This is an optimization exercise on Yosys and OpenROAD, whose aim is a short achievable clock period and few clock cycles, not a production implementation. Only simulation tests tie the RTL to the original design; equivalence was not proved. No activity file was given, so power comes from the tool's default toggle rates.

`flow/flow/run.sh`:
```
#!/bin/bash
set -euo pipefail
bash standard.sh SETUP_SLACK_MARGIN=7.6 MATCH_CELL_FOOTPRINT=0 \
  "BUFFER_PORTS_ARGS=-buffer_cell sky130_fd_sc_hd__buf_4" finish > standard.log 2>&1
```
`flow/constraint.sdc`:
```
create_clock -name core_clock -period 11.0 [get_ports {clk}]
set_input_delay 2.2000 -clock core_clock [delete_from_list [all_inputs] [get_ports {clk}]]
set_output_delay 2.2000 -clock core_clock [all_outputs]
set_load 0.01 [all_outputs]
```
`flow/design.v`:
```
`default_nettype none
module processor( input         clk, reset,
                  output [31:0] PC,
                  input  [31:0] instruction,
                  output        WE,
                  output [31:0] address_to_mem,
                  output [31:0] data_to_mem,
                  input  [31:0] data_from_mem
);
  function [32:0] ks_add(input [31:0] x, input [31:0] y, input cin);
    reg [32:0] g, p, gn, pn;
    integer k, d;
    begin
      g = {x & y, cin};
      p = {x ^ y, 1'b0};
      for (d = 1; d < 33; d = d * 2) begin
        gn = g;
        pn = p;
        for (k = d; k < 33; k = k + 1) begin
          gn[k] = g[k] | (p[k] & g[k-d]);
          pn[k] = p[k] & p[k-d];
        end
        g = gn;
        p = pn;
      end
      ks_add = {g[32], (x ^ y) ^ g[31:0]};
    end
  endfunction
  localparam JT_BITS = 2;
  localparam JT_N    = 1 << JT_BITS;
  reg  [31:0] pc_f;
  reg         x_valid;
  reg  [31:0] x_pc, x_pc4, x_imm, x_tgt, x_pnpc;
  reg         x_ptaken;               
  reg  [31:0] x_ca0, x_ca1, x_ca2, x_ca3, x_cb0, x_cb1, x_cb2, x_cb3;
  reg  [31:0] x_afv, x_bfv, x_sfv;
  reg  [5:0]  x_asel, x_bsel, x_ssel;
  reg  [4:0]  x_rs1, x_rs2, x_rd;     
  reg         x_use1, x_use2;
  reg         x_op_add, x_op_sub, x_op_and, x_op_srl, x_op_addv, x_op_avgv;
  reg         x_use_imm, x_link, x_load, x_store, x_beq, x_blt, x_jal, x_jalr;
  reg         m_valid, m_we, m_load;
  reg  [4:0]  m_rd;
  reg  [31:0] m_res, m_sdata;
  reg  [31:0] rf [1:31];
  reg         jt_v   [0:JT_N-1];      
  reg  [31:0] jt_tgt [0:JT_N-1];
  reg               u_valid;           
  reg [JT_BITS-1:0] u_idx;
  reg  [31:0]       u_tgt;
  wire [31:0] ins    = instruction;
  wire [6:0]  opcode = ins[6:0];
  wire [2:0]  f3     = ins[14:12];
  wire [4:0]  rs1    = ins[19:15];
  wire [4:0]  rs2    = ins[24:20];
  wire [4:0]  rd     = ins[11:7];
  wire d_r    = opcode == 7'b0110011;
  wire d_v    = opcode == 7'b0001011;
  wire d_addi = opcode == 7'b0010011;
  wire d_lw   = opcode == 7'b0000011;
  wire d_sw   = opcode == 7'b0100011;
  wire d_br   = opcode == 7'b1100011;
  wire d_jal  = opcode == 7'b1101111;
  wire d_jalr = opcode == 7'b1100111;
  wire d_wr      = d_r | d_v | d_addi | d_lw | d_jal | d_jalr;
  wire d_use_imm = d_addi | d_lw | d_sw | d_jalr;
  wire d_use1    = !d_jal;
  wire d_use2    = d_r | d_v | d_sw | d_br;
  wire [31:0] imm_i = {{20{ins[31]}}, ins[31:20]};
  wire [31:0] imm_s = {{20{ins[31]}}, ins[31:25], ins[11:7]};
  wire [31:0] imm_b = {{20{ins[31]}}, ins[7], ins[30:25], ins[11:8], 1'b0};
  wire [31:0] imm_j = {{12{ins[31]}}, ins[19:12], ins[20], ins[30:21], 1'b0};
  wire [31:0] d_imm = d_sw ? imm_s : d_br ? imm_b : d_jal ? imm_j : imm_i;
  function [31:0] rf_pick(input [2:0] grp, input [1:0] k);
    integer q;
    begin
      rf_pick = 32'd0;
      for (q = 0; q < 8; q = q + 1)
        if ({q[2:0], k} != 5'd0)
          rf_pick = rf_pick | ({32{grp == q[2:0]}} & rf[{q[2:0], k}]);
    end
  endfunction
  wire fx_1 = x_valid && (x_rd != 5'd0) && (x_rd == rs1);
  wire fm_1 = m_valid && (m_rd != 5'd0) && (m_rd == rs1);
  wire fx_2 = x_valid && (x_rd != 5'd0) && (x_rd == rs2);
  wire fm_2 = m_valid && (m_rd != 5'd0) && (m_rd == rs2);
  wire       f_af = fm_1;
  wire       f_bf = d_use_imm || fm_2;
  wire       f_sf = fm_2;
  wire [3:0] oh1  = 4'b0001 << rs1[1:0];
  wire [3:0] oh2  = 4'b0001 << rs2[1:0];
  wire [31:0] f_pc4 = pc_f + 32'd4;
  wire [31:0] f_tj  = pc_f + imm_j;
  wire [31:0] f_tb  = pc_f + imm_b;
  wire [JT_BITS-1:0] f_idx = pc_f[JT_BITS+1:2];
  wire        f_jr  = d_jalr && jt_v[f_idx];
  wire        f_bt  = d_br && ins[31];           
  wire        f_ptaken = d_jal || f_bt || f_jr;
  wire [31:0] f_pnpc = d_jal ? f_tj :
                       f_bt  ? f_tb :
                       f_jr  ? jt_tgt[f_idx] : f_pc4;
  function [31:0] pick6(input [5:0] sel, input [31:0] c0, input [31:0] c1,
                        input [31:0] c2, input [31:0] c3, input [31:0] v,
                        input [31:0] m);
    pick6 = ({32{sel[0]}} & c0) | ({32{sel[1]}} & c1) | ({32{sel[2]}} & c2) |
            ({32{sel[3]}} & c3) | ({32{sel[4]}} & v)  | ({32{sel[5]}} & m);
  endfunction
  wire [31:0] a  = pick6(x_asel, x_ca0, x_ca1, x_ca2, x_ca3, x_afv, m_res);
  wire [31:0] b  = pick6(x_bsel, x_cb0, x_cb1, x_cb2, x_cb3, x_bfv, m_res);
  wire [31:0] sd = pick6(x_ssel, x_cb0, x_cb1, x_cb2, x_cb3, x_sfv, m_res);
  wire sm_1 = m_valid && (m_rd != 5'd0) && (m_rd == x_rs1);
  wire sm_2 = m_valid && (m_rd != 5'd0) && (m_rd == x_rs2);
  wire stall = x_valid && m_load && ((sm_1 && x_use1) || (sm_2 && x_use2));
  wire [32:0] sum_c  = ks_add(a, b, 1'b0);
  wire [32:0] diff_c = ks_add(a, ~b, 1'b1);
  wire [31:0] sum  = sum_c[31:0];
  wire [31:0] diff = diff_c[31:0];
  wire [31:0] andv = a & b;
  wire [31:0] srlv = a >> b[4:0];
  wire [7:0]  v0 = a[7:0]   + b[7:0];
  wire [7:0]  v1 = a[15:8]  + b[15:8];
  wire [7:0]  v2 = a[23:16] + b[23:16];
  wire [7:0]  v3 = a[31:24] + b[31:24];
  wire [31:0] addv = {v3, v2, v1, v0};
  wire [31:0] avgv = {1'b0, v3[7:1], 1'b0, v2[7:1], 1'b0, v1[7:1], 1'b0, v0[7:1]};
  wire [31:0] alu = ({32{x_op_add}}  & sum)
                  | ({32{x_op_sub}}  & diff)
                  | ({32{x_op_and}}  & andv)
                  | ({32{x_op_srl}}  & srlv)
                  | ({32{x_op_addv}} & addv)
                  | ({32{x_op_avgv}} & avgv)
                  | ({32{x_link}}    & x_pc4);
  wire eq = (a == b);
  wire lt = $signed(a) < $signed(b);
  wire taken = x_jal || (x_beq && eq) || (x_blt && lt);    
  wire [31:0] cr = a ^ x_imm ^ x_pnpc;
  wire [31:0] cg = (a & x_imm) | ((a | x_imm) & ~x_pnpc);
  wire jalr_ok = !cr[0] && (cr[31:1] == cg[30:0]);
  wire mis = x_valid && !stall && (x_jalr ? !jalr_ok : (taken != x_ptaken));
  wire [31:0] redirect = x_jalr ? sum : x_ptaken ? x_pc4 : x_tgt;
  wire x_go = x_valid && !stall;      
  assign PC             = pc_f;
  assign WE             = m_we;
  assign address_to_mem = m_res;
  assign data_to_mem    = m_sdata;
  wire [31:0] wb = m_load ? data_from_mem : m_res;
  integer i;
  always @(posedge clk) begin
    if (m_valid && m_rd != 5'd0)
      rf[m_rd] <= wb;
  end
  always @(posedge clk) begin
    if (!stall) begin
      x_pc       <= pc_f;
      x_pc4      <= f_pc4;
      x_pnpc     <= f_pnpc;
      x_ptaken   <= f_ptaken;
      x_imm      <= d_imm;
      x_tgt      <= d_jal ? f_tj : f_tb;
      x_ca0      <= rf_pick(rs1[4:2], 2'd0);
      x_ca1      <= rf_pick(rs1[4:2], 2'd1);
      x_ca2      <= rf_pick(rs1[4:2], 2'd2);
      x_ca3      <= rf_pick(rs1[4:2], 2'd3);
      x_cb0      <= rf_pick(rs2[4:2], 2'd0);
      x_cb1      <= rf_pick(rs2[4:2], 2'd1);
      x_cb2      <= rf_pick(rs2[4:2], 2'd2);
      x_cb3      <= rf_pick(rs2[4:2], 2'd3);
      x_asel     <= fx_1 ? 6'b100000 : f_af ? 6'b010000 : {2'b00, oh1};
      x_afv      <= wb;
      x_bsel     <= d_use_imm ? 6'b010000 : fx_2 ? 6'b100000 : f_bf ? 6'b010000 : {2'b00, oh2};
      x_bfv      <= d_use_imm ? d_imm : wb;
      x_ssel     <= fx_2 ? 6'b100000 : f_sf ? 6'b010000 : {2'b00, oh2};
      x_sfv      <= wb;
      x_rs1      <= rs1;
      x_rs2      <= rs2;
      x_rd       <= d_wr ? rd : 5'd0;
      x_use1     <= d_use1;
      x_use2     <= d_use2;
      x_op_add   <= (d_r && f3 == 3'b000 && !ins[30]) || d_addi || d_lw || d_sw;
      x_op_sub   <= d_r && f3 == 3'b000 && ins[30];
      x_op_and   <= d_r && f3 == 3'b111;
      x_op_srl   <= d_r && f3 == 3'b101;
      x_op_addv  <= d_v && !f3[0];
      x_op_avgv  <= d_v && f3[0];
      x_use_imm  <= d_use_imm;
      x_link     <= d_jal | d_jalr;
      x_load     <= d_lw;
      x_store    <= d_sw;
      x_beq      <= d_br && f3 == 3'b000;
      x_blt      <= d_br && f3 == 3'b100;
      x_jal      <= d_jal;
      x_jalr     <= d_jalr;
    end else begin
      if (sm_1) begin
        x_asel <= 6'b010000;
        x_afv  <= wb;
      end
      if (sm_2 && !x_use_imm) begin
        x_bsel <= 6'b010000;
        x_bfv  <= wb;
      end
      if (sm_2) begin
        x_ssel <= 6'b010000;
        x_sfv  <= wb;
      end
    end
    m_res   <= alu;
    m_sdata <= sd;
    u_idx   <= x_pc[JT_BITS+1:2];
    u_tgt   <= sum;
    if (u_valid)
      jt_tgt[u_idx] <= u_tgt;
  end
  always @(posedge clk) begin
    if (reset) begin
      pc_f    <= 32'd0;
      x_valid <= 1'b0;
      m_valid <= 1'b0;
      m_we    <= 1'b0;
      m_load  <= 1'b0;
      m_rd    <= 5'd0;
      u_valid <= 1'b0;
      for (i = 0; i < JT_N; i = i + 1)
        jt_v[i] <= 1'b0;
    end else begin
      if (mis)
        pc_f <= redirect;
      else if (!stall)
        pc_f <= f_pnpc;
      if (mis)
        x_valid <= 1'b0;
      else if (!stall)
        x_valid <= 1'b1;
      m_valid <= x_go;
      m_we    <= x_go && x_store;
      m_load  <= x_go && x_load;
      m_rd    <= x_go ? x_rd : 5'd0;
      u_valid <= x_go && x_jalr;
      if (u_valid)
        jt_v[u_idx] <= 1'b1;
    end
  end
endmodule
`default_nettype wire
```
`flow/config.mk`:
```
export PLATFORM = sky130hd
export DESIGN_NAME = processor
export DESIGN_NICKNAME = processor
export VERILOG_FILES = /design/flow/design.v
export SDC_FILE = /design/flow/constraint.sdc
export NUM_CORES = 4
export LEC_CHECK = 0
export ABC_CLOCK_PERIOD_IN_PS = 3000
export CAP_MARGIN = 20
export CORE_MARGIN = 2
export CORE_UTILIZATION = 40
export SLEW_MARGIN = 20
export TNS_END_PERCENT = 20
```
`flow/standard.sh`:
```
#!/bin/bash
# synth_recipe.tcl (not shown) runs the flow's synth.tcl, then flattens the netlist and writes it again
# the make line also repeats each setting of config.mk as NAME=value (left out here)
make -C /OpenROAD-flow-scripts/flow DESIGN_CONFIG=/design/flow/config.mk WORK_HOME=/design/flow/orfs CLKGATE_MAP_FILE= SYNTH_SCRIPT=/design/flow/synth_recipe.tcl "${@:-finish}"
```
==> impl_metrics.ini, run 1 <==
[synthesis]
yosys.area.top_type = edfxtp_1
postSynthCellCount = 6263
synthDistinctLibCells = 86
synth.avg_cell_area_um2 = 13.2
yosys.area_share.adder_pct = 2.57
yosys.area_share.xor_xnor_pct = 1.97
async_flop_share_pct = 0
ys_ff_latch = 1786
synth_edf_count = 1644
synth_ff_type = edfxtp_1
syn-cell-area_um2 = 82500
synthMuxAreaShare_pct = 4.34
synth_compound_area_share_pct = 17.5
netlist.area_leader.share_pct = 59.8
ys_warn_count = 1
synthSimpleGateAreaFrac_pct = 7.47
synth_top_family_by_area = compound AO/OA/AOI/OAI gates
ys_seq_area_share_pct = 63.3
synthTopCellsByArea = edfxtp_1 60%, a22oi_1 11%, dfxtp_1 3.4%
synth.net_count = 6476

[global_route]
antenna_found_initial = 14
grt_max_degree = 125
first_global_vias = 61558
grt_pass1_wl_mm = 487
gr-total-overflow = 0
track_usage_pct = 32.8

[worst_setup_path]
reg2regPathDepth = 17
cp.arrival_ps = 4940
crit_required_ps = 11690
cp_max_fo = 32
slowest_delay_ps = 420
setup.worst_path.class = register to register
path_cells = buf_12 -> a22oi_2 -> and3_4 -> inv_2 -> ha_4 -> or3_4 -> or3_4 -> nor3_4 -> nand3_2 -> o2111a_1 -> a221oi_2 -> and2_4 -> buf_4 -> clkbuf_16 -> buf_6 -> mux2i_1 -> a211oi_1
crit_family = simple AND/OR/NAND/NOR gates
crit_buf_inv = 5
cp-start-kind = register
end_kind = register
path_depth = 17
crit_top_cell = or3_4
slowest_stage = edfxtp_1

[cells_and_area]
largest_reg_flops = 992
syn2layout_area_growth_pct = 22.8
drive_gt1_share_pct = 25.0
nNetsFinal = 6858
regMostFlops = rf
design_area_um2 = 101000
layout.cells.non_filler = 9498
top_regs = rf: 992 flops, jt_tgt: 128 flops

[sta]
setup_viol = 0
min_period_ps = 4250
setup_tns_ps = 0
slew_headroom_pct = 20.3
tightest_slew_ps = 1190
hold_viol = 0
fin_hold_ws_ps = 344
fin_crit_sh_pct = 38.6
clock_skew_ps = 79.4
rsz0062_at_grt = true
max_freq_ghz = 0.235
drv_slew = 0

[clock_network]
clockRootBuffer = clkbuf_16
cts_tree = built
clk_pin_slew_ps = 60
clock_sinks = 1786
insertion_delay_ps = 890
clockBufferDepth = 3
numCtsBuffers = 183
cts_max_level = 4

[routing]
wirelength_mm = 360
drt-initial-drc-count = 11515
vias = 66039
ant_nets = 0
wire_per_inst_um = 37.9
drcViolationCount = 0
firstDrtPassIters = 9
via_per_inst = 6.95

[power]
powerDensity_nw_per_um2 = 176
seqPwrFrac_pct = 45.9
sw_frac_of_total_pct = 28.3
p_leak_nw = 35.2
combPwrFrac_pct = 17.2
power.share.clock_pct = 36.9
p_int_mw = 12.8
power.total_mw = 17.9
vdd_drop_max_mv = 0.137
p_switching_mw = 5.07

[floorplan]
io_pins = 163
die_h_um = 458
rows = 166
start_util_pct = 40.3
core-area_um2 = 205000
die_area_um2 = 210000
dieWidth_um = 458

[placed_design]
dp_hpwl_mm = 209
placedCellCount = 8808
placed_area_um2 = 87200
numPortBuffers = 162
place.gp.congestion = 0.982

[run_status]
outcome = no timing/DRC/antenna violations

[min_path]
whs_path_depth = 0
hp-class = register to register

[run]
maxCapViolCount = 0
-- cells in the mapped netlist, types with 11 or more instances --
master and instances:
mux4_2 35, nand2_1 286, nand4_1 220, or2_2 19
a221o_1 31, a311oi_1 15, o211ai_1 39, o21bai_1 12
nand3_1 194, and2_1 20, nor2b_1 33, or3_1 17
o21a_1 21, a21o_1 52, nand2b_1 18, a31oi_1 22
a22oi_1 1178, a222oi_1 24, a21oi_1 167, o31ai_1 21
mux2_2 111, o221ai_1 15, a221oi_1 38, nor4_1 20
o21ai_0 163, xor2_1 65, clkbuf_1 370, a211o_1 11
a22o_1 29, buf_1 56, dfxtp_1 142, nor3_1 65
a211oi_1 37, inv_1 152, nor2_1 279, buf_2 19
mux2i_1 154, fa_1 38, edfxtp_1 1644, ha_1 109
and3_1 45, nand3b_1 12, xnor2_1 121, o2111ai_1 13
-- power groups by stage --
stage | registers [mW] | logic [mW] | clock network (mW)
after floorplan | 8.14 | 1.39 | 0
after global placement | 8.31 | 2.27 | 0
after detailed placement | 8.32 | 2.28 | 0
after CTS | 8.18 | 2.78 | 6.63
after global routing | 8.21 | 3.17 | 6.88
final | 8.21 | 3.07 | 6.61
-- cell families after synthesis --
kind of cell	after synthesis
fa+ha+maj	147
mux	300
compound gates	1978
buf+inv	614
xor+xnor	186
flops	1786
simple gates	1252
-- routing by layer --
layer / up-vias / wire length (um) / global-route usage [%]
li1: 26057 / - / -
met3: 1290 / 49000 / 9.10
met4: 22 / 28800 / 21.8
met5: - / 235 / 0.115
met2: 5802 / 155000 / 48.4
met1: 32868 / 127000 / 42.2
-- repair_timing --
action / in CTS / in global routing
hold endpoints to repair: 0 / 0
gates resized for setup: 740 / 269
setup endpoints to repair: 1102 / 595
pin swaps: 143 / 142
buffers inserted: 178 / 120
hold buffers: 0 / 0
cloned: 36 / 6
-- cells in the final DEF, fill, tap and decap left out, types with 39 or more instances in the layout --
cell	instances
a21o_1	51
a21oi_1	131
a22oi_1	1130
a22oi_2	48
buf_12	50
buf_4	468
buf_6	60
clkbuf_16	213
dfxtp_1	109
edfxtp_1	1644
ha_1	42
ha_4	61
inv_1	129
mux2_2	111
mux2i_1	147
nand2_1	268
nand3_1	136
nand4_1	220
nor2_1	218
nor2_4	46
nor3_1	47
o211ai_1	39
o21ai_0	131
xnor2_1	104
xor2_1	58
-- layout make-up --
type	count	area (um2)
Tap cell	2688	3360
Clock buffer	236	4960
Sequential cell	1786	52300
Clock inverter	107	1420
Timing Repair Buffer	639	6570
Inverter	162	708
Antenna cell	7	17.5
Multi-Input combinational cell	3870	32000
Timing Repair inverter	3	22.5
Fill cell	17345	103000
-- path summary, 6_finish.rpt --
path,startpoint,slack [ps],end
setup reg to reg,x_asel[2],6750,pc_f[5]
setup / recovery,x_asel[2],6750,pc_f[5]
hold / removal,x_pc[3],340,u_idx[1]
hold reg to reg,x_pc[3],340,u_idx[1]
-- stage by stage --
step | util (%) | setup slack [ps]
global route | 49.5 | 6710
detailed placement | 42.6 | 5320
global placement | 42.6 | 5340
finish | 49.5 | 6750
floorplan | - | 6570
CTS | 48.4 | 6930
Testbench counts, summed over its fixed seeds: cycles 52,909.
==> run 2: changes to the inputs <==
--- a/flow/design.v
+++ b/flow/design.v
@@ -31,2 +31,3 @@
   reg  [31:0] pc_f;
+  reg  [31:0] pc_o;                   
   reg         x_valid;
@@ -44,2 +45,3 @@
   reg  [31:0] m_res, m_sdata;
+  reg  [31:0] m_addr;                 
   reg  [31:0] rf [1:31];
@@ -47,2 +49,4 @@
   reg  [31:0] jt_tgt [0:JT_N-1];
+  reg         lr_v;                   
+  reg  [31:0] lr;
   reg               u_valid;           
@@ -95,3 +99,5 @@
   wire [JT_BITS-1:0] f_idx = pc_f[JT_BITS+1:2];
-  wire        f_jr  = d_jalr && jt_v[f_idx];
+  wire        f_ret = (rd == 5'd0) && lr_v;
+  wire        f_jr  = d_jalr && (f_ret || jt_v[f_idx]);
+  wire [31:0] f_jrt = f_ret ? lr : jt_tgt[f_idx];
   wire        f_bt  = d_br && ins[31];           
@@ -100,3 +106,6 @@
                        f_bt  ? f_tb :
-                       f_jr  ? jt_tgt[f_idx] : f_pc4;
+                       f_jr  ? f_jrt : f_pc4;
+  wire [31:0] f_pnpc_o = f_jr  ? f_jrt :
+                         f_bt  ? f_tb :
+                         d_jal ? f_tj : f_pc4;
   function [31:0] pick6(input [5:0] sel, input [31:0] c0, input [31:0] c1,
@@ -141,5 +150,5 @@
   wire x_go = x_valid && !stall;      
-  assign PC             = pc_f;
+  assign PC             = pc_o;
   assign WE             = m_we;
-  assign address_to_mem = m_res;
+  assign address_to_mem = m_addr;
   assign data_to_mem    = m_sdata;
@@ -207,3 +216,6 @@
     m_res   <= alu;
+    m_addr  <= sum;
     m_sdata <= sd;
+    if (x_go && x_link && x_rd != 5'd0)
+      lr <= x_pc4;
     u_idx   <= x_pc[JT_BITS+1:2];
@@ -216,2 +228,3 @@
       pc_f    <= 32'd0;
+      pc_o    <= 32'd0;
       x_valid <= 1'b0;
@@ -222,2 +235,3 @@
       u_valid <= 1'b0;
+      lr_v    <= 1'b0;
       for (i = 0; i < JT_N; i = i + 1)
@@ -230,2 +244,6 @@
       if (mis)
+        pc_o <= redirect;
+      else if (!stall)
+        pc_o <= f_pnpc_o;
+      if (mis)
         x_valid <= 1'b0;
@@ -237,2 +255,4 @@
       m_rd    <= x_go ? x_rd : 5'd0;
+      if (x_go && x_link && x_rd != 5'd0)
+        lr_v <= 1'b1;
       u_valid <= x_go && x_jalr;
==> impl_metrics.ini, run 2 <==
[cells_and_area]
n_fill_cell = 18055
regMostFlops = rf
drive_gt1_share_pct = 24.3
nNetsFinal = 7089
final_cell_mix = 1676 x edfxtp_1, 1122 x a22oi_1, 462 x buf_4, 304 x nand2_1, 232 x nor2_1
syn2layout_area_growth_pct = 22.3
top_regs = rf: 992 flops, jt_tgt: 128 flops
largest_reg_flops = 992
mostFrequentLayoutCell = edfxtp_1

[global_route]
use_met1_pct = 43.5
first_global_vias = 64176
grt_pass1_wl_mm = 531
antenna_found_initial = 42
grt_use_met3_pct = 11.9
track_usage_pct = 35.2
gr-total-overflow = 0
grt_max_degree = 80
grt_most_used_layer = met2
met2_usage_pct = 50.7

[clock_network]
clk_pin_slew_ps = 70
numCtsBuffers = 188
clockRootBuffer = clkbuf_16
cts_tree = built
cts_hold_buf = 0
clockBufferDepth = 3
insertion_delay_ps = 900
clock_sinks = 1851
cts_max_level = 4

[synthesis]
synthTopCellsByArea = edfxtp_1 59%, a22oi_1 10%, dfxtp_1 4.1%
synth_ff_type = edfxtp_1
postSynthCellCount = 6517
ys_warn_count = 1
synth_common_cells = 1676 x edfxtp_1, 1169 x a22oi_1, 353 x clkbuf_1
synth_most_common_cell = edfxtp_1
ys_seq_area_share_pct = 63.1
async_flop_share_pct = 0
netlist.area_leader.share_pct = 59.0
yosys.area.top_type = edfxtp_1
synthDistinctLibCells = 101
synth.net_count = 6730
ys_ff_latch = 1851
synth_edf_count = 1676
synth.avg_cell_area_um2 = 13.1
syn-cell-area_um2 = 85300

[routing]
wire_per_inst_um = 39.8
vias = 69141
wirelength_mm = 393
firstDrtPassIters = 26
drcViolationCount = 0
drt-initial-drc-count = 13754
ant_nets = 0
via_per_inst = 6.99

[sta]
fin_crit_sh_pct = 39.0
tightest_slew_ps = 1360
slew_headroom_pct = 8.68
setup_viol = 0
max_freq_ghz = 0.233
min_period_ps = 4280
hold_viol = 0
drv_slew = 0
fin_hold_ws_ps = 353
rsz0062_at_grt = true
setup_tns_ps = 0
clock_skew_ps = 66.3

[run]
maxCapViolCount = 0

[power]
combPwrFrac_pct = 17.1
seqPwrFrac_pct = 46.9
sw_frac_of_total_pct = 29.0
p_switching_mw = 5.21
powerDensity_nw_per_um2 = 172
vdd_drop_max_mv = 0.185
p_leak_nw = 36.1
power.share.clock_pct = 36.0
p_int_mw = 12.8

[worst_setup_path]
slowest_stage = fa_2
crit_path_end = m_res[27]
path_cells = buf_4 -> clkbuf_16 -> a22oi_1 -> nand3_4 -> ha_4 -> fa_2 -> a21o_1 -> a21oi_1 -> xnor2_1 -> a222oi_1 -> inv_1 -> a221o_1 -> a211o_1 -> a31oi_1 -> o21ba_4
crit_required_ps = 11760
regToRegSetupSlack_ps = 6720
reg2reg_to = m_res[27]
cp.arrival_ps = 5040
cp_max_fo = 16
critPathLaunch = x_bsel[1]
end_kind = register
cp-start-kind = register
reg2regPathDepth = 15
crit_buf_inv = 3
crit_family = compound AO/OA/AOI/OAI gates
path_depth = 15
timing.rr.start = x_bsel[1]
setup.worst_path.class = register to register
slowest_delay_ps = 500

[floorplan]
die_h_um = 466
die_area_um2 = 217000
dieWidth_um = 466
start_util_pct = 40.2
core-area_um2 = 212000
io_pins = 163
rows = 169

[placed_design]
place.gp.congestion = 1.05
numPortBuffers = 162
dp_hpwl_mm = 235

[min_path]
hp-class = register to register

[run_status]
outcome = no timing/DRC/antenna violations
-- run 2: power groups by stage --
stage | registers [mW] | clock network, mW | logic [mW]
3_5_place_dp | 8.55 | 0 | 2.35
2_1_floorplan | 8.36 | 0 | 1.32
6_report | 8.44 | 6.47 | 3.07
4_1_cts | 8.40 | 6.47 | 2.82
5_1_grt | 8.43 | 6.76 | 3.14
3_3_place_gp | 8.54 | 0 | 2.35
-- run 2: cells by family (layout without fill, tap and decap cells) --
family / count (synthesis) / count (layout) / synth area share [%]
other cells: 0 / 30 / 0
fa+ha+maj: 147 / 147 / 2.49
mux: 308 / 308 / 4.36
simple gates: 1368 / 1379 / 7.96
buf+inv: 621 / 1130 / 2.84
flops: 1851 / 1851 / 63.1
xor+xnor: 191 / 191 / 1.96
compound gates: 2031 / 2031 / 17.2
-- run 2: how the worst min path moves through the flow --
| stage | startpoint | to | slack [ps] | depth (start not counted) |
|---|---|---|---|---|
| 2_1_floorplan | x_pc[2] | u_idx[0] | 320 | 0 |
| 3_3_place_gp | x_pc[2] | u_idx[0] | 330 | 0 |
| 3_5_place_dp | x_pc[2] | u_idx[0] | 340 | 0 |
| 4_1_cts | x_pc[2] | u_idx[0] | 350 | 0 |
| 5_1_grt | x_pc[2] | u_idx[0] | 370 | 0 |
| 6_report | x_pc[2] | u_idx[0] | 350 | 0 |
-- run 2: per-stage QoR --
step | utilization (%) | total power [mW] | instance area (um2) | std cells | setup slack, ps
global placement | 42.5 | 10.9 | 90100 | 9183 | 4960
floorplan | - | 9.68 | 85700 | 6517 | 6440
global route | 49.1 | 18.3 | 104000 | 9868 | 6680
CTS | 48.5 | 17.7 | 103000 | 9813 | 6810
detailed placement | 42.5 | 10.9 | 90200 | 9185 | 4980
finish | 49.2 | 18.0 | 104000 | 9888 | 6720
-- run 2: layout make-up --
class                           count  area (um2)  share of cell area (%)
Clock inverter                    101         962                   0.923
Inverter                          149         639                   0.613
Timing Repair Buffer              628        6390                    6.13
Sequential cell                  1851       53800                    51.7
Tap cell                         2821        3530                    3.39
Clock buffer                      250        5200                    4.99
Antenna cell                       30        75.1                  0.0720
Timing Repair inverter              2        16.3                  0.0156
Multi-Input combinational cell   4056       33600                    32.2
-- run 2: what timing repair did --
| action | in CTS | in global routing |
|---|---|---|
| cloned | 35 | 3 |
| pin swaps | 168 | 107 |
| setup endpoints to repair | 933 | 908 |
| resized for setup | 839 | 176 |
| buffers inserted | 242 | 41 |
-- run 2: layer usage --
layer	part of all wire (%)	up-vias
li1	-	26953
met1	34	34131
met2	42	6425
met3	15	1606
met4	9.5	26
met5	0.090	-
Testbench counts of run 2, summed over its fixed seeds: cycles 52,347.
==> run 3: changes to the inputs <==
--- a/flow/design.v
+++ b/flow/design.v
@@ -35,5 +35,5 @@
   reg         x_ptaken;               
-  reg  [31:0] x_ca0, x_ca1, x_ca2, x_ca3, x_cb0, x_cb1, x_cb2, x_cb3;
-  reg  [31:0] x_afv, x_bfv, x_sfv;
-  reg  [5:0]  x_asel, x_bsel, x_ssel;
+  reg  [31:0] x_cra, x_crb;           
+  reg  [31:0] x_bop;                  
+  reg         x_am, x_bm, x_sm;       
   reg  [4:0]  x_rs1, x_rs2, x_rd;     
@@ -86,2 +86,10 @@
   endfunction
+  function [31:0] rf_full(input [4:0] n);
+    case (n[1:0])
+      2'd0: rf_full = rf_pick(n[4:2], 2'd0);
+      2'd1: rf_full = rf_pick(n[4:2], 2'd1);
+      2'd2: rf_full = rf_pick(n[4:2], 2'd2);
+      default: rf_full = rf_pick(n[4:2], 2'd3);
+    endcase
+  endfunction
   wire fx_1 = x_valid && (x_rd != 5'd0) && (x_rd == rs1);
@@ -90,7 +98,2 @@
   wire fm_2 = m_valid && (m_rd != 5'd0) && (m_rd == rs2);
-  wire       f_af = fm_1;
-  wire       f_bf = d_use_imm || fm_2;
-  wire       f_sf = fm_2;
-  wire [3:0] oh1  = 4'b0001 << rs1[1:0];
-  wire [3:0] oh2  = 4'b0001 << rs2[1:0];
   wire [31:0] f_pc4 = pc_f + 32'd4;
@@ -110,11 +113,5 @@
                          d_jal ? f_tj : f_pc4;
-  function [31:0] pick6(input [5:0] sel, input [31:0] c0, input [31:0] c1,
-                        input [31:0] c2, input [31:0] c3, input [31:0] v,
-                        input [31:0] m);
-    pick6 = ({32{sel[0]}} & c0) | ({32{sel[1]}} & c1) | ({32{sel[2]}} & c2) |
-            ({32{sel[3]}} & c3) | ({32{sel[4]}} & v)  | ({32{sel[5]}} & m);
-  endfunction
-  wire [31:0] a  = pick6(x_asel, x_ca0, x_ca1, x_ca2, x_ca3, x_afv, m_res);
-  wire [31:0] b  = pick6(x_bsel, x_cb0, x_cb1, x_cb2, x_cb3, x_bfv, m_res);
-  wire [31:0] sd = pick6(x_ssel, x_cb0, x_cb1, x_cb2, x_cb3, x_sfv, m_res);
+  wire [31:0] a  = x_am ? m_res : x_cra;
+  wire [31:0] b  = x_bm ? m_res : x_bop;
+  wire [31:0] sd = x_sm ? m_res : x_crb;
   wire sm_1 = m_valid && (m_rd != 5'd0) && (m_rd == x_rs1);
@@ -141,8 +138,25 @@
                   | ({32{x_link}}    & x_pc4);
-  wire eq = (a == b);
-  wire lt = $signed(a) < $signed(b);
-  wire taken = x_jal || (x_beq && eq) || (x_blt && lt);    
-  wire [31:0] cr = a ^ x_imm ^ x_pnpc;
-  wire [31:0] cg = (a & x_imm) | ((a | x_imm) & ~x_pnpc);
-  wire jalr_ok = !cr[0] && (cr[31:1] == cg[30:0]);
+  wire [31:0] csrca [0:1];
+  wire [31:0] csrcb [0:1];
+  wire [1:0]  csa = {x_am, !x_am};
+  wire [1:0]  csb = {x_sm, !x_sm};
+  assign csrca[0] = x_cra;  assign csrca[1] = m_res;
+  assign csrcb[0] = x_crb;  assign csrcb[1] = m_res;
+  reg  taken_bc, jalr_ok;
+  reg  [31:0] cr, cg;
+  integer ia, ib;
+  always @(*) begin
+    taken_bc = 1'b0;
+    jalr_ok  = 1'b0;
+    for (ia = 0; ia < 2; ia = ia + 1) begin
+      for (ib = 0; ib < 2; ib = ib + 1)
+        taken_bc = taken_bc | (csa[ia] & csb[ib] &
+                     ((x_beq & (csrca[ia] == csrcb[ib])) |
+                      (x_blt & ($signed(csrca[ia]) < $signed(csrcb[ib])))));
+      cr = csrca[ia] ^ x_imm ^ x_pnpc;
+      cg = (csrca[ia] & x_imm) | ((csrca[ia] | x_imm) & ~x_pnpc);
+      jalr_ok = jalr_ok | (csa[ia] & !cr[0] & (cr[31:1] == cg[30:0]));
+    end
+  end
+  wire taken = x_jal || taken_bc;    
   wire mis = x_valid && !stall && (x_jalr ? !jalr_ok : (taken != x_ptaken));
@@ -168,16 +182,8 @@
       x_tgt      <= d_jal ? f_tj : f_tb;
-      x_ca0      <= rf_pick(rs1[4:2], 2'd0);
-      x_ca1      <= rf_pick(rs1[4:2], 2'd1);
-      x_ca2      <= rf_pick(rs1[4:2], 2'd2);
-      x_ca3      <= rf_pick(rs1[4:2], 2'd3);
-      x_cb0      <= rf_pick(rs2[4:2], 2'd0);
-      x_cb1      <= rf_pick(rs2[4:2], 2'd1);
-      x_cb2      <= rf_pick(rs2[4:2], 2'd2);
-      x_cb3      <= rf_pick(rs2[4:2], 2'd3);
-      x_asel     <= fx_1 ? 6'b100000 : f_af ? 6'b010000 : {2'b00, oh1};
-      x_afv      <= wb;
-      x_bsel     <= d_use_imm ? 6'b010000 : fx_2 ? 6'b100000 : f_bf ? 6'b010000 : {2'b00, oh2};
-      x_bfv      <= d_use_imm ? d_imm : wb;
-      x_ssel     <= fx_2 ? 6'b100000 : f_sf ? 6'b010000 : {2'b00, oh2};
-      x_sfv      <= wb;
+      x_cra      <= fm_1 ? wb : rf_full(rs1);
+      x_crb      <= fm_2 ? wb : rf_full(rs2);
+      x_bop      <= d_use_imm ? d_imm : fm_2 ? wb : rf_full(rs2);
+      x_am       <= fx_1;
+      x_bm       <= fx_2 && !d_use_imm;
+      x_sm       <= fx_2;
       x_rs1      <= rs1;
@@ -203,12 +209,12 @@
       if (sm_1) begin
-        x_asel <= 6'b010000;
-        x_afv  <= wb;
+        x_am  <= 1'b0;
+        x_cra <= wb;
       end
       if (sm_2 && !x_use_imm) begin
-        x_bsel <= 6'b010000;
-        x_bfv  <= wb;
+        x_bm  <= 1'b0;
+        x_bop <= wb;
       end
       if (sm_2) begin
-        x_ssel <= 6'b010000;
-        x_sfv  <= wb;
+        x_sm  <= 1'b0;
+        x_crb <= wb;
       end
==> impl_metrics.ini, run 3 <==
[run_status]
outcome = no timing/DRC/antenna violations

[clock_network]
clockRootBuffer = clkbuf_16
numCtsBuffers = 164
clk_pin_slew_ps = 60
clock_sinks = 1580
cts_tree = built
cts_hold_buf = 0
clockBufferDepth = 3
insertion_delay_ps = 880
cts_max_level = 4

[min_path]
hp-start = x_pc[2]
hp-class = register to register
whs_path_depth = 0
min_to = u_idx[0]

[synthesis]
synth_most_common_cell = edfxtp_1
ys_seq_area_share_pct = 55.3
synth.net_count = 7343
synthDistinctLibCells = 100
syn-cell-area_um2 = 82600
ys_ff_latch = 1580
postSynthCellCount = 7005
synth_ff_type = edfxtp_1
ys_warn_count = 1
synth.avg_cell_area_um2 = 11.8
synth_edf_count = 1405
synthTopCellsByArea = edfxtp_1 51%, dfxtp_1 4.2%, ha_1 3.1%
synth_common_cells = 1405 x edfxtp_1, 573 x nand2_1, 504 x a21oi_1
yosys.area.top_type = edfxtp_1
netlist.area_leader.share_pct = 51.1
async_flop_share_pct = 0

[power]
p_leak_nw = 39.2
p_switching_mw = 5.55
power.total_mw = 17.4
powerDensity_nw_per_um2 = 162
power.share.clock_pct = 33.9
sw_frac_of_total_pct = 31.8
seqPwrFrac_pct = 41.1
vdd_drop_max_mv = 0.132
p_int_mw = 11.9
combPwrFrac_pct = 25.0

[worst_setup_path]
crit_buf_inv = 4
crit_family = compound AO/OA/AOI/OAI gates
end_kind = register
slowest_delay_ps = 520
setup.worst_path.class = primary input to register
timing.rr.start = x_bop[0]
path_cells = buf_12 -> ha_4 -> o21ai_2 -> o211ai_1 -> a2111oi_4 -> o211ai_1 -> buf_4 -> a41oi_4 -> buf_4 -> buf_6 -> nand2_1 -> a21oi_2 -> a221o_1 -> or3_4 -> nand3_1
reg2reg_to = pc_f[18]
reg2regPathDepth = 17
cp.arrival_ps = 5130
cp-start-kind = primary input
regToRegSetupSlack_ps = 6840
slowest_stage = o211ai_1
crit_required_ps = 11760
cp_max_fo = 4

[sta]
setup_viol = 0
drv_slew = 0
fin_hold_ws_ps = 344
max_freq_ghz = 0.228
clock_skew_ps = 80.7
slew_headroom_pct = 11.6
fin_crit_sh_pct = 39.8
layout_setup_ws_ps = 6620
setup_tns_ps = 0
tightest_slew_ps = 1310
rsz0062_at_grt = true
min_period_ps = 4380
hold_viol = 0

[cells_and_area]
nNetsFinal = 8105
mostFrequentLayoutCell = edfxtp_1
top_regs = rf: 992 flops, jt_tgt: 128 flops
syn2layout_area_growth_pct = 30.7
regMostFlops = rf
final_util_pct = 52.7
final_cell_mix = 1405 x edfxtp_1, 662 x buf_4, 538 x nand2_1, 413 x a21oi_1, 377 x nor2_1
design_area_um2 = 108000
drive_gt1_share_pct = 31.6
n_fill_cell = 16854
layout.cells.non_filler = 10618
largest_reg_flops = 992

[routing]
ant_nets = 0
drt-initial-drc-count = 16061
via_per_inst = 7.14
firstDrtPassIters = 10
wire_per_inst_um = 39.9
drcViolationCount = 0
wirelength_mm = 424
vias = 75770

[floorplan]
dieWidth_um = 458
die_h_um = 458
start_util_pct = 40.3
die_area_um2 = 210000
core-area_um2 = 205000
rows = 166
io_pins = 163

[placed_design]
place.gp.congestion = 0.988
placedCellCount = 9583
placed_area_um2 = 87500
numPortBuffers = 162
dp_hpwl_mm = 236
pre_cts_ws_ps = 4140

[run]
maxCapViolCount = 0

[global_route]
grt_max_degree = 93
gr-total-overflow = 0
first_global_vias = 68754
grt_pass1_wl_mm = 560
track_usage_pct = 38.2
antenna_found_initial = 36
==> run 3: cell types whose count changed after synthesis, sizes merged, moves of 160 or more <==
| cell | change |
|---|---|
| nor2 | +160 |
| o21ai | +210 |
| nand2 | +249 |
| a21oi | +316 |
| a221oi | +196 |
| a22oi | -951 |
| edfxtp | -271 |
| nand4 | -171 |
==> run 3: worst max-delay path by stage <==
stage | from | end | depth (start not counted)
2_1_floorplan | instruction[22] | pc_f[29] | 15
3_3_place_gp | instruction[18] | x_cra[24] | 10
3_5_place_dp | instruction[18] | x_cra[23] | 11
4_1_cts | instruction[9] | pc_f[22] | 11
5_1_grt | instruction[10] | pc_f[22] | 15
6_report | instruction[10] | pc_f[22] | 15
==> run 3: kinds of logic after synthesis <==
| kind of cell | after synthesis | share of synthesized area (%) |
|---|---|---|
| simple gates | 1511 | 8.29 |
| flops | 1580 | 55.3 |
| buf+inv | 714 | 3.40 |
| compound gates | 2190 | 18.2 |
| mux | 524 | 7.77 |
| xor+xnor | 214 | 2.27 |
| fa+ha+maj | 272 | 4.74 |
==> run 3: final cells by class <==
type | count | area, um2 | area share [%]
multi-input combinational | 4723 | 40000 | 37.1
inverter | 233 | 962 | 0.891
clock inverter | 98 | 1200 | 1.11
tap | 2688 | 3360 | 3.12
timing repair buffer | 1063 | 12200 | 11.3
clock buffer | 210 | 4430 | 4.10
antenna | 21 | 52.6 | 0.0487
sequential | 1580 | 45700 | 42.3
timing repair inverter | 2 | 16.3 | 0.0151
==> run 3: timing repair <==
action / in CTS / in global routing
endpoints found under the setup margin: 689 / 719
endpoints found under the hold margin: 0 / 0
cloned: 80 / 11
pin swaps: 303 / 306
resized for setup: 1215 / 521
buffers inserted: 404 / 211
==> run 3: power groups by stage <==
stage	sequential, mW	clock (mW)	combinational [mW]
after floorplan	7.19	0	1.68
after global placement	7.31	0	2.98
after detailed placement	7.32	0	3.00
after CTS	7.15	5.90	3.85
after global routing	7.17	6.13	4.44
final	7.17	5.91	4.37
==> run 3: metal layers <==
layer	track usage [%]	routed length [um]	up-vias
li1	-	-	28841
met1	48.9	147000	36776
met2	50.8	163000	7965
met3	17.0	73900	2151
met4	27.2	39000	37
met5	1.42	886	-
Testbench counts of run 3, summed over its fixed seeds: cycles 52,347.
==> run 4: changes to the inputs <==
--- a/flow/design.v
+++ b/flow/design.v
@@ -105,10 +105,4 @@
   wire [31:0] f_jrt = f_ret ? lr : jt_tgt[f_idx];
-  wire        f_bt  = d_br && ins[31];           
+  wire        f_bt  = d_br && (ins[31] || (f3 == 3'b000 && rs1 == rs2));
   wire        f_ptaken = d_jal || f_bt || f_jr;
-  wire [31:0] f_pnpc = d_jal ? f_tj :
-                       f_bt  ? f_tb :
-                       f_jr  ? f_jrt : f_pc4;
-  wire [31:0] f_pnpc_o = f_jr  ? f_jrt :
-                         f_bt  ? f_tb :
-                         d_jal ? f_tj : f_pc4;
   wire [31:0] a  = x_am ? m_res : x_cra;
@@ -169,3 +163,24 @@
   wire [31:0] wb = m_load ? data_from_mem : m_res;
+  wire go_f   = !mis && !stall;
+  wire sel_tj = go_f && d_jal;
+  wire sel_tb = go_f && f_bt;
+  wire sel_jr = go_f && !d_jal && !f_bt && f_jr;
+  wire sel_p4 = go_f && !d_jal && !f_bt && !f_jr;
+  wire hold   = stall && !mis;
+  wire [31:0] pc_next   = ({32{sel_tj}} & f_tj)  | ({32{sel_tb}} & f_tb)
+                        | ({32{sel_jr}} & f_jrt) | ({32{sel_p4}} & f_pc4)
+                        | ({32{mis}} & redirect) | ({32{hold}} & pc_f);
+  wire [31:0] pc_next_o = ({32{hold}} & pc_o)    | ({32{mis}} & redirect)
+                        | ({32{sel_p4}} & f_pc4) | ({32{sel_jr}} & f_jrt)
+                        | ({32{sel_tb}} & f_tb)  | ({32{sel_tj}} & f_tj);
   integer i;
+  always @(posedge clk) begin
+    if (reset) begin
+      pc_f <= 32'd0;
+      pc_o <= 32'd0;
+    end else begin
+      pc_f <= pc_next;
+      pc_o <= pc_next_o;
+    end
+  end
   always @(posedge clk) begin
@@ -178,6 +193,6 @@
       x_pc4      <= f_pc4;
-      x_pnpc     <= f_pnpc;
+      x_pnpc     <= f_jr ? f_jrt : f_pc4;      
       x_ptaken   <= f_ptaken;
       x_imm      <= d_imm;
-      x_tgt      <= d_jal ? f_tj : f_tb;
+      x_tgt      <= f_tb;                      
       x_cra      <= fm_1 ? wb : rf_full(rs1);
@@ -233,4 +248,2 @@
     if (reset) begin
-      pc_f    <= 32'd0;
-      pc_o    <= 32'd0;
       x_valid <= 1'b0;
@@ -245,10 +258,2 @@
     end else begin
-      if (mis)
-        pc_f <= redirect;
-      else if (!stall)
-        pc_f <= f_pnpc;
-      if (mis)
-        pc_o <= redirect;
-      else if (!stall)
-        pc_o <= f_pnpc_o;
       if (mis)
==> impl_metrics.ini, run 4 <==
[run_status]
outcome = no timing/DRC/antenna violations

[global_route]
met2_usage_pct = 52.4
grt_pass1_wl_mm = 557
antenna_found_initial = 42
grt_use_met3_pct = 19.1
grt_max_degree = 103
track_usage_pct = 39.1
first_global_vias = 66916
grt_most_used_layer = met2
use_met1_pct = 48.9
gr-total-overflow = 0

[clock_network]
insertion_delay_ps = 890
clockBufferDepth = 3
cts_max_level = 4
cts_hold_buf = 0
clk_pin_slew_ps = 60
numCtsBuffers = 165
clockRootBuffer = clkbuf_16
clock_sinks = 1578
cts_tree = built

[floorplan]
rows = 165
die_area_um2 = 207000
core-area_um2 = 202000
start_util_pct = 40.2
dieWidth_um = 455
die_h_um = 455
io_pins = 163

[worst_setup_path]
regToRegSetupSlack_ps = 6690
reg2reg_to = pc_o[4]
end_kind = register
cp-start-kind = primary input
cp.arrival_ps = 5130
timing.rr.start = x_crb[3]
setup.worst_path.class = primary input to register
cp_max_fo = 6
reg2regPathDepth = 16
crit_required_ps = 11730

[min_path]
whs_path_depth = 0
hp-class = register to register
hp-start = x_pc[2]
min_to = u_idx[0]

[sta]
hold_viol = 0
rsz0062_at_grt = true
tightest_slew_ps = 1190
clock_skew_ps = 67.6
slew_headroom_pct = 21.0
setup_viol = 0
min_period_ps = 4400
drv_slew = 0
fin_crit_sh_pct = 40.0
setup_tns_ps = 0
max_freq_ghz = 0.227

[routing]
firstDrtPassIters = 14
wire_per_inst_um = 41.0
vias = 76038
via_per_inst = 7.25
drt-initial-drc-count = 16835
drcViolationCount = 0
wirelength_mm = 431
ant_nets = 0

[synthesis]
synth_common_cells = 1405 x edfxtp_1, 574 x nand2_1, 497 x a21oi_1
postSynthCellCount = 6916
synth_ff_type = edfxtp_1
ys_warn_count = 1
syn-cell-area_um2 = 81200
synth_edf_count = 1405
synthTopCellsByArea = edfxtp_1 52%, dfxtp_1 4.3%, ha_1 3.1%
async_flop_share_pct = 0
ys_ff_latch = 1578
synthDistinctLibCells = 94
synth_most_common_cell = edfxtp_1
synth.avg_cell_area_um2 = 11.7
netlist.area_leader.share_pct = 51.9
yosys.area.top_type = edfxtp_1
ys_seq_area_share_pct = 56.2
synth.net_count = 7254

[placed_design]
numPortBuffers = 162
dp_hpwl_mm = 230
place.gp.congestion = 0.996

[cells_and_area]
drive_gt1_share_pct = 28.5
final_util_pct = 52.1
mostFrequentLayoutCell = edfxtp_1
nNetsFinal = 7985
syn2layout_area_growth_pct = 29.6
regMostFlops = rf
largest_reg_flops = 992
top_regs = rf: 992 flops, jt_tgt: 128 flops
final_cell_mix = 1405 x edfxtp_1, 633 x buf_4, 562 x nand2_1, 411 x a21oi_1, 406 x nor2_1

[power]
powerDensity_nw_per_um2 = 165
p_leak_nw = 37.8
vdd_drop_max_mv = 0.123
power.total_mw = 17.4

[run]
maxCapViolCount = 0
run 4: cell count changes in the layout (fill, tap and decap cells not counted), sizes merged, moves of 20 or more:
cell,delta
mux4,-23
mux2i,-28
a22o,+51
a22oi,+63
o21ai,-20
nor2,+25
buf,-49
nand3,-33
mux2,-36
run 4: area by class of cell:
class | count | area (um2)
antenna | 38 | 95.1
clock buffer | 205 | 4410
clock inverter | 99 | 1140
fill | 16776 | 96800
inverter | 223 | 907
multi-input combinational | 4654 | 37500
sequential | 1578 | 45700
tap | 2672 | 3340
timing repair buffer | 1025 | 12200
run 4: repair_timing:
item                       in CTS  in global routing
setup endpoints to repair     518                505
cloned                         91                 32
setup buffers                 350                229
resized for setup             980                396
pin swaps                     274                212
run 4: worst max-delay path, cell delays in order:
cell	delay [ps]
buf_12	140
ha_4	250
a2111o_1	490
o2111ai_2	280
a21boi_2	90
buf_6	140
a311oi_4	200
buf_6	170
o21ai_4	90
a221o_1	330
a222oi_1	320
o31a_1	200
buf_6	140
nand2_1	50
run 4: logic make-up after synthesis:
group / after synthesis / synth area share [%]
adders and majority gates: 272 / 4.82
AOI/OAI and AO/OA: 2176 / 18.4
DFF: 1578 / 56.2
muxes: 437 / 6.40
buffers and inverters: 708 / 3.37
xor gates and xnor gates: 233 / 2.51
and+or+nand+nor: 1512 / 8.29
run 4: worst max-delay path by stage:
stage / from / endpoint / slack, ps / depth (start not counted)
floorplan: instruction[8] / pc_f[25] / 6180 / 14
global route: instruction[8] / pc_f[25] / 6560 / 17
CTS: instruction[8] / pc_o[23] / 6650 / 16
detailed placement: instruction[24] / x_bop[5] / 4550 / 12
global placement: instruction[24] / x_bop[5] / 4620 / 12
finish: instruction[28] / pc_o[23] / 6600 / 14
run 4: power by group:
group,internal [mW],switching (mW)
clock network,3.26,2.61
registers,6.91,0.341
logic,1.60,2.68
total,11.8,5.63
run 4: layer usage:
metal / vias up / wire length (um)
li1: 28350 / -
met1: 36722 / 145000
met2: 8514 / 165000
met3: 2406 / 79900
met4: 46 / 39200
met5: - / 817
run 4: stage by stage:
stage / setup slack (ps) / hold slack, ps / cells / area, um2
detailed placement: 4550 / 328 / 9450 / 86100
finish: 6600 / 339 / 10494 / 105000
global route: 6560 / 359 / 10463 / 105000
CTS: 6650 / 342 / 10195 / 101000
floorplan: 6180 / 323 / 6916 / 81400
global placement: 4620 / 326 / 9449 / 86100
Testbench counts of run 4, summed over its fixed seeds: cycles 52,139.

==> static timing again, ports no longer ideal <==
How much do the figures lean on ideal ports? The routed layouts below were timed once more, with nothing changed but the port constraints.
Step 1 sets driving cells, clkbuf_16 on the clock port and buf_2 on the other inputs (assumed; they add their load-dependent delay and slew).
Step 2 moves the port delays by t, midway between the first and last clock arrival at a register: inputs arrive t later, outputs are due t later. That takes back most of the time a late clock gives input paths.
a / b / c = no drivers / after step 1 / after step 2; a / b = the first two.
run	t (ns)	setup slack, ns	slew at the worst register clock pin (ns)
run 1	0.938	6.751 / 6.608 / 5.670	0.07 / 0.07
run 2	0.947	6.715 / 6.669 / 5.723	0.07 / 0.07
run 3	0.938	6.622 / 6.494 / 5.556	0.07 / 0.07
run 4	0.952	6.599 / 6.143 / 5.191	0.07 / 0.07
After both steps every run listed still meets setup and hold. For run 4, which loses most, drivers alone change the setup slack by -0.456 ns; drivers and shift together by -1.408 ns.
